What follows belongs to an exercise in optimizing a design on an open flow for small area, a short achievable clock period and few clock cycles; a production flow would make more cautious choices. The RTL was checked by simulation tests, not by an equivalence proof against the original design.

==> flow/design.v, too long to show whole: its modules and the start of the top module <==
// module associative_memory: 282 lines
// module am_pn_a: 2463 lines
// module am_pn_b: 303 lines
// module am_pn_c: 66 lines
// module am_pu_a: 2206 lines
// module am_pu_b: 495 lines
// module am_pu_c: 39 lines
// module am_fa: 4 lines
module associative_memory
(
	input Clk_CI, Reset_RI,
	input ValidIn_SI, ReadyIn_SI,
	output ReadyOut_SO, ValidOut_SO,
	input [2-1:0] ModeIn_SI,
	input [5-1:0] LabelIn_DI,
	input [0:1000-1] HypervectorIn_DI,
	output [5-1:0] LabelOut_DO,
	output [10-1:0] DistanceOut_DO
);
  // ...
==> flow/flow/run.sh <==
#!/bin/bash
# Layout flow: the standard flow (standard.sh, all steps from synthesis to
# the final layout, with flow/config.mk's settings), changed in two ways:
#  - timing repair aims for 9 ns of setup slack on the 13.5 ns clock, so that
#    the repair steps keep working on paths longer than 4.5 ns;
#  - every port gets a sky130_fd_sc_hd__buf_2 buffer.
# The clock period, the constraints and everything else are the standard flow's.
# make's output goes to run_standard.log; each ORFS step logs under orfs/logs/.
set -euo pipefail
bash standard.sh SETUP_SLACK_MARGIN=9 "BUFFER_PORTS_ARGS=-buffer_cell sky130_fd_sc_hd__buf_2" finish > run_standard.log 2>&1
==> flow/standard.sh <==
#!/bin/bash
# synth_recipe.tcl (not shown) runs the flow's synth.tcl, then flattens the netlist and writes it again
# the make line also repeats each setting of config.mk as NAME=value (left out here)
make -C /OpenROAD-flow-scripts/flow DESIGN_CONFIG=/design/flow/config.mk WORK_HOME=/design/flow/orfs CLKGATE_MAP_FILE= SYNTH_SCRIPT=/design/flow/synth_recipe.tcl "${@:-finish}"
==> flow/config.mk <==
export PLATFORM = sky130hd
export DESIGN_NAME = associative_memory
export DESIGN_NICKNAME = associative_memory
export VERILOG_FILES = /design/flow/design.v
export SDC_FILE = /design/flow/constraint.sdc
export NUM_CORES = 8
export LEC_CHECK = 0
export CAP_MARGIN = 40
export CORE_MARGIN = 2
export CORE_UTILIZATION = 55
export CTS_CLUSTER_DIAMETER = 80
export CTS_CLUSTER_SIZE = 24
export SLEW_MARGIN = 40
export SYNTH_HIERARCHICAL = 1
export TNS_END_PERCENT = 0
==> flow/constraint.sdc <==
create_clock -name core_clock -period 13.5 [get_ports {Clk_CI}]
set_input_delay 2.7000 -clock core_clock [delete_from_list [all_inputs] [get_ports {Clk_CI}]]
set_output_delay 2.7000 -clock core_clock [all_outputs]
set_load 0.01 [all_outputs]
==> results_dict.tcl, run 1 <==
set metrics [dict create \
    seq_share 0.531 \
    grt_most_used_layer "met2" \
    synth-xor-area-share 0.00209 \
    placed_cells 69900 \
    outcome "timing/DRC/antenna clean" \
    multi_input_comb_cells 30400 \
    antenna_cells 793 \
    n_all_buffers 1509 \
    ff2ff_path_depth 6 \
    layout.cells.non_filler 72400 \
    cts_resized 33 \
    clock_area_frac 0.0317 \
    clock_sinks 17200 \
    synth.net_count 63900 \
    buffer_area_frac 0.0121 \
    fin_skew_ns 0.0697 \
    clk_latency_ns 1.34 \
    synth.largest_area_cell "edfxtp_1" \
    r2r_setup_slack_ns 8.75 \
    final-hold-violation-count 0 \
    start_kind "register" \
    synth_cells 48600 \
    seqCellArea_um2 476000 \
    antenna_left 0 \
    synthArstFlopShare 0 \
    ys_warn_count 35 \
    cp_num_cells 6 \
    cts_tree "built" \
]
Testbench counts, summed over its fixed seeds: cycles 1,112.
==> module associative_memory, before the edit <==
module associative_memory
(
	input Clk_CI, Reset_RI,
	input ValidIn_SI, ReadyIn_SI,
	output ReadyOut_SO, ValidOut_SO,
	input [2-1:0] ModeIn_SI,
	input [5-1:0] LabelIn_DI,
	input [0:1000-1] HypervectorIn_DI,
	output [5-1:0] LabelOut_DO,
	output [10-1:0] DistanceOut_DO
);
localparam D = 1000;
localparam NC = 13;
localparam LW = 5;
localparam DW = 10;
localparam KW = DW + 2;          
localparam FD = 7;               
localparam [0:D-1] BIT_SELECT = 1000'b1111101100001010001101000111001110100111111010110010010010010000100111111000111010011100010110101001010100010101001001000100010011000100001011111100010000010011001100010101011010100011010010011010010100001001110101011100111001101111100101000100000100100001000011010000011010000111000011000111101101100010011100111001000111001101001000000100010111000111111010001001011000001101110001001111101010001100010111001111111011111000101100000010000100100001001010111110111001010011000111100101100011010101100110001000001011100110001101101000000111100100111100000001010000110110111011111010001111100101101101110110011010001100011010101001111011011001000011111101011001111001100001101101010100100110100111100111101110101011101101010110100111010110000100000000010010000000000001111011111010000110011110110111011100111100000111000110000100110111000100001111111011110101111100110100110111010111111111010101111001100100101110101111110111110100001000110001110010100010011000000110011110001110101111100111100011011101;
localparam UOFF = 22;
localparam KOFF = 4;
integer j;
genvar i, m;
reg Ready_SP;
reg [2:0] Outst_SP;              
reg [FD-1:0] FifoV_SP;
reg [LW-1:0] FifoL_SP [0:FD-1];
reg [DW-1:0] FifoD_SP [0:FD-1];
wire Accept_S  = ValidIn_SI & Ready_SP;
wire AccPred_S = Accept_S & (ModeIn_SI == 2'b00);
wire Pop_S     = FifoV_SP[0] & ReadyIn_SI;    
wire [2:0] OutstN_S = Outst_SP + {2'b0, AccPred_S} - {2'b0, Pop_S};
always @(posedge Clk_CI) begin
	if (Reset_RI) begin
		Outst_SP <= 3'd0;
		Ready_SP <= 1'b1;
	end else begin
		Outst_SP <= OutstN_S;
		Ready_SP <= (OutstN_S < FD);
	end
end
assign ReadyOut_SO = Ready_SP;
reg [0:D-1] Query_DP;
reg [LW-1:0] LabelIn_DP;
reg UpdMode_SP;
reg Shift_SP, Pred_SP;
always @(posedge Clk_CI) begin
	Query_DP   <= HypervectorIn_DI;
	LabelIn_DP <= LabelIn_DI;
	UpdMode_SP <= ModeIn_SI[1];
end
always @(posedge Clk_CI) begin
	if (Reset_RI) begin
		Shift_SP <= 1'b0;
		Pred_SP  <= 1'b0;
	end else begin
		Shift_SP <= Accept_S & ModeIn_SI[0];
		Pred_SP  <= AccPred_S;
	end
end
reg [0:D-1] Mem_DP [0:NC-1];
reg [LW-1:0] Lab_DP [0:NC-1];
reg [NC-1:0] Valid_SP;
wire UseOld_S = UpdMode_SP & Valid_SP[NC-1];
wire [0:D-1] NewEntry_D = (Query_DP & (BIT_SELECT | {D{~UpdMode_SP}}))
                        | (Mem_DP[NC-1] & ~BIT_SELECT & {D{UseOld_S}});
always @(posedge Clk_CI) begin
	if (Shift_SP) begin
		Mem_DP[0] <= NewEntry_D;
		for (j = 1; j < NC; j = j + 1) Mem_DP[j] <= Mem_DP[j-1];
	end
end
always @(posedge Clk_CI) begin
	if (Reset_RI) begin
		for (j = 0; j < NC; j = j + 1) Lab_DP[j] <= {LW{1'b0}};
		Valid_SP <= {NC{1'b0}};
	end else if (Shift_SP) begin
		Lab_DP[0] <= LabelIn_DP;
		for (j = 1; j < NC; j = j + 1) Lab_DP[j] <= Lab_DP[j-1];
		Valid_SP <= {Valid_SP[NC-2:0], 1'b1};
	end
end
localparam UW1 = 199;
localparam UW2 = 26;
wire [UW1-1:0] UPart1_D;
reg  [UW1-1:0] UPart1_DP;
wire [UW2-1:0] UPart2_D;
reg  [UW2-1:0] UPart2_DP;
wire [DW-1:0] UCnt_D;
am_pu_a u_ua (.x(NewEntry_D), .m(UPart1_D));
am_pu_b u_ub (.mi(UPart1_DP), .m(UPart2_D));
am_pu_c u_uc (.mi(UPart2_DP), .cnt(UCnt_D));
always @(posedge Clk_CI) begin
	UPart1_DP <= UPart1_D;
	UPart2_DP <= UPart2_D;
end
reg Shift2_SP, Shift3_SP;
reg [DW-1:0] Weight_DP [0:NC-1];
always @(posedge Clk_CI) begin
	Shift2_SP <= Shift_SP;
	Shift3_SP <= Shift2_SP;
end
always @(posedge Clk_CI) begin
	if (Shift3_SP) begin
		Weight_DP[0] <= UCnt_D;
		for (j = 1; j < NC; j = j + 1) Weight_DP[j] <= Weight_DP[j-1];
	end
end
localparam PW1 = 135;         
localparam PW2 = 26;         
wire [PW1-1:0] Part1_D [0:NC-1];
reg  [PW1-1:0] Part1_DP [0:NC-1];
wire [PW2-1:0] Part2_D [0:NC-1];
reg  [PW2-1:0] Part2_DP [0:NC-1];
wire [KW-1:0] Key_D [0:NC-1];
generate
	for (i = 0; i < NC; i = i + 1) begin : g_pc
		am_pn_a u_a (.e(Mem_DP[i]), .q(Query_DP), .m(Part1_D[i]));
		am_pn_b u_b (.mi(Part1_DP[i]), .m(Part2_D[i]));
		am_pn_c u_c (.mi(Part2_DP[i]), .pe(Weight_DP[i]), .cnt(Key_D[i]));
	end
endgenerate
always @(posedge Clk_CI) begin
	for (j = 0; j < NC; j = j + 1) begin
		Part1_DP[j] <= Part1_D[j];
		Part2_DP[j] <= Part2_D[j];
	end
end
reg S1V_SP, S2V_SP, S3V_SP;
reg [NC-1:0] S1Valid_SP, S2Valid_SP;
reg [LW-1:0] S1Lab_DP [0:NC-1];
reg [LW-1:0] S2Lab_DP [0:NC-1];
reg [LW-1:0] S3Lab_DP [0:NC-1];
reg [KW-1:0] S3Key_DP [0:NC-1];
reg [DW-1:0] S3Pq_DP;
always @(posedge Clk_CI) begin
	if (Reset_RI) begin
		S1V_SP <= 1'b0;
		S2V_SP <= 1'b0;
		S3V_SP <= 1'b0;
	end else begin
		S1V_SP <= Pred_SP;
		S2V_SP <= S1V_SP;
		S3V_SP <= S2V_SP;
	end
end
always @(posedge Clk_CI) begin
	S1Valid_SP <= Valid_SP;
	S2Valid_SP <= S1Valid_SP;
	S3Pq_DP <= UCnt_D;
	for (j = 0; j < NC; j = j + 1) begin
		S1Lab_DP[j] <= Lab_DP[j];
		S2Lab_DP[j] <= S1Lab_DP[j];
		S3Lab_DP[j] <= S2Lab_DP[j];
	end
	for (j = 0; j < NC-1; j = j + 1)
		S3Key_DP[j] <= Key_D[j] | {KW{~S2Valid_SP[j]}};
	S3Key_DP[NC-1] <= S2Valid_SP[NC-1] ? Key_D[NC-1] : 2 * D + UOFF + KOFF;
end
localparam NG = 4;
localparam [5*(NG+1)-1:0] GSTART = {5'd13, 5'd9, 5'd6, 5'd3, 5'd0};
wire [DW-1:0] Dist_D [0:NC-1];
generate
	for (i = 0; i < NC; i = i + 1) begin : g_dist
		assign Dist_D[i] = S3Key_DP[i][DW-1:0] + S3Pq_DP;
	end
endgenerate
reg S4V_SP;
reg [KW-1:0] GKey_DP [0:NG-1];
reg [DW-1:0] GDist_DP [0:NG-1];
reg [LW-1:0] GLab_DP [0:NG-1];
genvar g;
generate
	for (g = 0; g < NG; g = g + 1) begin : g_grp
		localparam integer LO = GSTART[5*g +: 5];
		localparam integer HI = GSTART[5*(g+1) +: 5];
		wire [NC-1:0] win;
		for (i = 0; i < NC; i = i + 1) begin : g_w
			if (i < LO || i >= HI) begin : g_out
				assign win[i] = 1'b0;
			end else begin : g_in
				wire [NC-1:0] beats;
				for (m = 0; m < NC; m = m + 1) begin : g_b
					if (m == i || m < LO || m >= HI) assign beats[m] = 1'b1;
					else if (m < i) assign beats[m] = (S3Key_DP[i] <= S3Key_DP[m]);
					else assign beats[m] = (S3Key_DP[i] < S3Key_DP[m]);
				end
				assign win[i] = &beats;
			end
		end
		reg [KW-1:0] k;
		reg [DW-1:0] d;
		reg [LW-1:0] l;
		always @(*) begin
			k = {KW{1'b0}};
			d = {DW{1'b0}};
			l = {LW{1'b0}};
			for (j = LO; j < HI; j = j + 1) begin
				k = k | (S3Key_DP[j] & {KW{win[j]}});
				d = d | (Dist_D[j] & {DW{win[j]}});
				l = l | (S3Lab_DP[j] & {LW{win[j]}});
			end
		end
		always @(posedge Clk_CI) begin
			GKey_DP[g] <= k;
			GDist_DP[g] <= d;
			GLab_DP[g] <= l;
		end
	end
endgenerate
always @(posedge Clk_CI) begin
	if (Reset_RI)
		S4V_SP <= 1'b0;
	else
		S4V_SP <= S3V_SP;
end
wire [NG-1:0] Win_S;
generate
	for (i = 0; i < NG; i = i + 1) begin : g_gwin
		wire [NG-1:0] beats;
		for (m = 0; m < NG; m = m + 1) begin : g_b
			if (m == i) assign beats[m] = 1'b1;
			else if (m < i) assign beats[m] = (GKey_DP[i] <= GKey_DP[m]);
			else assign beats[m] = (GKey_DP[i] < GKey_DP[m]);
		end
		assign Win_S[i] = &beats;
	end
endgenerate
reg [LW-1:0] ResL_D;
reg [DW-1:0] ResD_D;
always @(*) begin
	ResL_D = {LW{1'b0}};
	ResD_D = {DW{1'b0}};
	for (j = 0; j < NG; j = j + 1) begin
		ResL_D = ResL_D | (GLab_DP[j] & {LW{Win_S[j]}});
		ResD_D = ResD_D | (GDist_DP[j] & {DW{Win_S[j]}});
	end
end
reg [FD-1:0] ShV_S;
reg [FD-1:0] Wr_S;
always @(*) begin
	ShV_S = Pop_S ? {1'b0, FifoV_SP[FD-1:1]} : FifoV_SP;
	for (j = 0; j < FD; j = j + 1)
		Wr_S[j] = S4V_SP & ~ShV_S[j] & ((j == 0) ? 1'b1 : ShV_S[j-1]);
end
always @(posedge Clk_CI) begin
	if (Reset_RI)
		FifoV_SP <= {FD{1'b0}};
	else
		FifoV_SP <= ShV_S | Wr_S;
end
reg OutV_SP;
reg [LW-1:0] OutL_DP;
reg [DW-1:0] OutD_DP;
wire [LW-1:0] HeadL_D = Pop_S ? (Wr_S[0] ? ResL_D : FifoL_SP[1]) : (Wr_S[0] ? ResL_D : FifoL_SP[0]);
wire [DW-1:0] HeadD_D = Pop_S ? (Wr_S[0] ? ResD_D : FifoD_SP[1]) : (Wr_S[0] ? ResD_D : FifoD_SP[0]);
always @(posedge Clk_CI) begin
	if (Reset_RI)
		OutV_SP <= 1'b0;
	else
		OutV_SP <= ShV_S[0] | Wr_S[0];
	OutL_DP <= HeadL_D;
	OutD_DP <= HeadD_D;
end
generate
	for (i = 0; i < FD; i = i + 1) begin : g_fifo
		wire [LW-1:0] nl = (i == FD-1) ? {LW{1'b0}} : FifoL_SP[(i == FD-1) ? i : i+1];
		wire [DW-1:0] nd = (i == FD-1) ? {DW{1'b0}} : FifoD_SP[(i == FD-1) ? i : i+1];
		always @(posedge Clk_CI) begin
			if (Wr_S[i]) begin
				FifoL_SP[i] <= ResL_D;
				FifoD_SP[i] <= ResD_D;
			end else if (Pop_S) begin
				FifoL_SP[i] <= nl;
				FifoD_SP[i] <= nd;
			end
		end
	end
endgenerate
assign ValidOut_SO = OutV_SP;
assign LabelOut_DO = OutL_DP;
assign DistanceOut_DO = OutD_DP;
endmodule
==> inputs of run 2 (changes only) <==
--- a/flow/design.v
+++ b/flow/design.v
@@ -57,9 +57,10 @@
 		Pred_SP  <= AccPred_S;
 	end
 end
+localparam NL = NC + 2;
 reg [0:D-1] Mem_DP [0:NC-1];
-reg [LW-1:0] Lab_DP [0:NC-1];
-reg [NC-1:0] Valid_SP;
+reg [LW-1:0] Lab_DP [0:NL-1];
+reg [NC:0] Valid_SP;
 wire UseOld_S = UpdMode_SP & Valid_SP[NC-1];
 wire [0:D-1] NewEntry_D = (Query_DP & (BIT_SELECT | {D{~UpdMode_SP}}))
                         | (Mem_DP[NC-1] & ~BIT_SELECT & {D{UseOld_S}});
@@ -71,12 +72,12 @@
 end
 always @(posedge Clk_CI) begin
 	if (Reset_RI) begin
-		for (j = 0; j < NC; j = j + 1) Lab_DP[j] <= {LW{1'b0}};
-		Valid_SP <= {NC{1'b0}};
+		for (j = 0; j < NL; j = j + 1) Lab_DP[j] <= {LW{1'b0}};
+		Valid_SP <= {(NC+1){1'b0}};
 	end else if (Shift_SP) begin
 		Lab_DP[0] <= LabelIn_DP;
-		for (j = 1; j < NC; j = j + 1) Lab_DP[j] <= Lab_DP[j-1];
-		Valid_SP <= {Valid_SP[NC-2:0], 1'b1};
+		for (j = 1; j < NL; j = j + 1) Lab_DP[j] <= Lab_DP[j-1];
+		Valid_SP <= {Valid_SP[NC-1:0], 1'b1};
 	end
 end
 localparam UW1 = 199;
@@ -126,10 +127,14 @@
 	end
 end
 reg S1V_SP, S2V_SP, S3V_SP;
-reg [NC-1:0] S1Valid_SP, S2Valid_SP;
-reg [LW-1:0] S1Lab_DP [0:NC-1];
-reg [LW-1:0] S2Lab_DP [0:NC-1];
-reg [LW-1:0] S3Lab_DP [0:NC-1];
+wire [NC-1:0] S2Valid_S = Shift2_SP ? Valid_SP[NC:1] : Valid_SP[NC-1:0];
+wire [LW-1:0] S3Lab_D [0:NC-1];
+generate
+	for (i = 0; i < NC; i = i + 1) begin : g_lab
+		assign S3Lab_D[i] = (Shift2_SP & Shift3_SP) ? Lab_DP[i+2] :
+		                    (Shift2_SP | Shift3_SP) ? Lab_DP[i+1] : Lab_DP[i];
+	end
+endgenerate
 reg [KW-1:0] S3Key_DP [0:NC-1];
 reg [DW-1:0] S3Pq_DP;
 always @(posedge Clk_CI) begin
@@ -144,17 +149,10 @@
 	end
 end
 always @(posedge Clk_CI) begin
-	S1Valid_SP <= Valid_SP;
-	S2Valid_SP <= S1Valid_SP;
 	S3Pq_DP <= UCnt_D;
-	for (j = 0; j < NC; j = j + 1) begin
-		S1Lab_DP[j] <= Lab_DP[j];
-		S2Lab_DP[j] <= S1Lab_DP[j];
-		S3Lab_DP[j] <= S2Lab_DP[j];
-	end
 	for (j = 0; j < NC-1; j = j + 1)
-		S3Key_DP[j] <= Key_D[j] | {KW{~S2Valid_SP[j]}};
-	S3Key_DP[NC-1] <= S2Valid_SP[NC-1] ? Key_D[NC-1] : 2 * D + UOFF + KOFF;
+		S3Key_DP[j] <= Key_D[j] | {KW{~S2Valid_S[j]}};
+	S3Key_DP[NC-1] <= S2Valid_S[NC-1] ? Key_D[NC-1] : 2 * D + UOFF + KOFF;
 end
 localparam NG = 4;
 localparam [5*(NG+1)-1:0] GSTART = {5'd13, 5'd9, 5'd6, 5'd3, 5'd0};
@@ -197,7 +195,7 @@
 			for (j = LO; j < HI; j = j + 1) begin
 				k = k | (S3Key_DP[j] & {KW{win[j]}});
 				d = d | (Dist_D[j] & {DW{win[j]}});
-				l = l | (S3Lab_DP[j] & {LW{win[j]}});
+				l = l | (S3Lab_D[j] & {LW{win[j]}});
 			end
 		end
 		always @(posedge Clk_CI) begin
--- a/flow/config.mk
+++ b/flow/config.mk
@@ -12,4 +12,4 @@
 export CTS_CLUSTER_SIZE = 24
 export SLEW_MARGIN = 40
 export SYNTH_HIERARCHICAL = 1
-export TNS_END_PERCENT = 0
+export TNS_END_PERCENT = 100
==> run 2 against run 1 <==
  * Routed wire length rose by 1.1%
  * Sequential share of layout area fell by 0.23 points
  * Highest routed layer unchanged
==> results_dict.tcl, run 2 <==
set metrics [dict create \
    endpoint_kind "register" \
    yosysSeqAreaShare 0.570 \
    die_w_um 1230 \
    mostFrequentLayoutCells "fa_1 (13800), nand2_1 (13700), edfxtp_1 (13200)" \
    cp_cell_sequence "buf_4 -> buf_16 -> buf_16 -> buf_16 -> o21ai_0 -> fa_1 -> fa_1 -> fa_1 -> fa_1" \
    synth_common_cells "fa_1 (13900), nand2_1 (13700), edfxtp_1 (13200)" \
    grt_pass1_vias 452000 \
    reg_top3 "Mem_DP x13000, Part1_DP x1755, Query_DP x1000" \
    num_rows 450 \
    dieArea_um2 1520000 \
    hold_class "reg -> reg" \
    final_nets 66000 \
    dr.pass1.iters 10 \
    drv_cap 0 \
    synth.net_count 64000 \
    synthTopCellsByArea "edfxtp_1 (48%), fa_1 (34%), dfxtp_1 (9.0%), nand2_1 (6.2%), ha_1 (0.69%)" \
    final-hold-violation-count 0 \
    ys_warn_count 29 \
    io_pins 1028 \
    fmax_ghz 0.217 \
    synth_cells 48600 \
    clockBufferDepth 5 \
    max_stage_delay_ns 0.71 \
    rsz0062_at_grt "true" \
    final_common_cell "fa_1" \
    drcViolationCount 0 \
    viasPerCell 5.98 \
    cts_tree "built" \
    setup_tns_ns 0 \
    synth_ff_type "edfxtp_1" \
    wl_met1_um 1070000 \
    synth.most_common_cell "fa_1" \
    wl_met3_um 346000 \
    start_kind "register" \
    critical_path.max_fanout 74 \
    totalWireLength_um 2880000 \
    fin_skew_ns 0.0860 \
    first_iter_violations 59900 \
    area_growth_pct 7.82 \
    hold_buffers 0 \
    grt_max_degree 187 \
    yosys_register_bits 17000 \
    fin_crit_ns 4.61 \
    syn_avg_cell_area_um2 17.0 \
    gp_congestion 1.11 \
    root_buffer "clkbuf_16" \
    crit_buf_inv 4 \
    synth-edff-count 13200 \
    synthArstFlopShare 0 \
    initial_core_util 0.552 \
    outcome "timing/DRC/antenna clean" \
    core-area_um2 1500000 \
    antenna_found_initial 340 \
    largest_reg_flops 13000 \
    path_clk_slew_ns 0.10 \
    layout-drive-gt1-share 0.0683 \
    wl_met2_um 1260000 \
    cpMostUsedCell "fa_1" \
    overflow 0 \
    clk_latency_ns 1.43 \
    finalMaxSlewViolations 0 \
    vias 430000 \
    numCtsBuffers 873 \
    clock_sinks 17000 \
    grt_pass1_wl_um 3850000 \
    synth.largest_area_cell "edfxtp_1" \
    hold_ws_ns 0.412 \
    die_h_um 1230 \
    htree_levels 6 \
    setup-violations-final 0 \
    port_buffers 1027 \
    critPathKind "reg -> reg" \
    arrival_ns 5.87 \
    finalCritPeriodShare 0.342 \
    synth_top_area_frac 0.480 \
    track_usage 0.385 \
    ys_types 92 \
    slowest_stage "fa_1" \
    wl_per_cell_um 40.1 \
    highest_layer "met5" \
    antenna_left 0 \
    largest-register "Mem_DP" \
    worst_pin_slew_ns 1.01 \
    cpLargestDelayFamily "adder cells" \
    dp_hpwl_um 2410000 \
    slew_headroom 0.325 \
    fillCellCount 113000 \
    cp.required_ns 14.76 \
    netlist_area_um2 829000 \
]
-- run 2: changes by cell type after synthesis, moves of 30 or more --
| cell | delta |
|---|---|
| or2_2 | +149 |
| o21ai_0 | -42 |
| dfxtp_1 | -210 |
| o221ai_1 | +38 |
| o22ai_1 | +30 |
| a222oi_1 | -46 |
| a31oi_1 | +123 |
| inv_1 | -50 |
| a21o_1 | -32 |
| nor2_1 | +115 |
| nand2b_1 | -149 |
| a221o_1 | +32 |
-- run 2: final timing paths --
kind                            cells after the start              to           start  slack [ns]
worst max-delay path                                9   UPart1_DP[11]      UpdMode_SP        8.89
worst min-delay path                                0  Mem_DP[5][250]  Mem_DP[4][250]        0.41
worst max register to register                      9   UPart1_DP[11]      UpdMode_SP        8.89
worst min register to register                      0  Mem_DP[5][250]  Mem_DP[4][250]        0.41
-- run 2: modules after synthesis (local to each module, per instance), a selection --
module / times used / flip-flops and latches / area, µm² / cells inside
am_fa: 13900 / 0 / 20.0 / 1
am_pn_c: 13 / 0 / 295 / 36
associative_memory: 1 / 17000 / 497000 / 21200
am_pu_c: 1 / 0 / 275 / 35
am_pn_a: 13 / 0 / 3750 / 1000
-- run 2: cells by family after synthesis --
kind of cell	Yosys count	synth area share
adders and majority gates	14400	0.343
and+or+nand+nor	14500	0.0677
muxes	104	0.00126
buffers and inverters	1000	0.00477
DFF	17000	0.570
xor gates and xnor gates	198	0.00209
AOI/OAI and AO/OA	1444	0.0114
-- run 2: stage by stage --
stage	util	setup slack [ns]	cells	area, µm²
after floorplan	-	-81.89	48600	829000
after global placement	0.573	7.45	69500	860000
after detailed placement	0.574	7.55	69600	861000
after CTS	0.593	8.96	71200	890000
after global routing	0.595	8.94	71800	893000
final	0.595	8.89	71900	893000
-- run 2: repair_timing --
| item | in CTS | in global routing |
|---|---|---|
| setup endpoints to repair | 304 | 461 |
| setup buffers | 6 | 5 |
| pin swaps | 1 | 0 |
| cloned | 5 | 9 |
| gates resized for setup | 127 | 133 |
-- run 2: routing by layer --
metal  vias to the layer above  GRT usage
li1                     167000          -
met2                     24200      0.555
met4                       126      0.220
met3                      4099      0.133
met1                    234000      0.517
met5                         -    0.00209
-- run 2: worst register-to-register path, delay by kind of cell (launching register included) --
kind | cells | cell delay, ns
adder cells (fa/ha/maj) | 4 | 2.28
buffers and inverters | 4 | 1.23
AO/OA/AOI/OAI | 1 | 0.54
flip-flops | 1 | 0.46
-- run 2: layout make-up --
class	count	area [µm²]	share of cell area
inverter	725	2720	0.00305
sequential	17000	473000	0.529
clock buffer	1364	25300	0.0283
timing repair buffer	1376	10000	0.0112
antenna	674	1690	0.00189
multi-input combinational	30700	353000	0.395
tap	19900	24900	0.0279
clock inverter	283	3150	0.00353
Testbench counts of run 2, summed over its fixed seeds: cycles 1,112.

what the ideal ports hide:
The results above use ideal ports. As a check the final layouts listed here were re-extracted and re-timed, cells and wires unchanged.
Step 1 assumes that a clkbuf_16 drives the clock port and a buf_2 every other input.
Step 2 also shifts input and output timing later by t, the mid clock arrival at the registers, as if the neighbouring blocks saw the same clock.
Slacks: ideal ports / drivers / drivers and shift; pairs: ideal ports / drivers.
| run | shift t [ns] | setup slack, ns | pins driven straight from the clock port |
|---|---|---|---|
| run 1 | 1.507 | 8.749 / 8.723 / 8.394 | 1 |
| run 2 | 1.536 | 8.887 / 8.846 / 8.051 | 1 |
After both steps setup and hold are still met in every run listed. The setup slack of run 2, which loses most, moves by -0.041 ns with the drivers and by -0.836 ns with both steps.
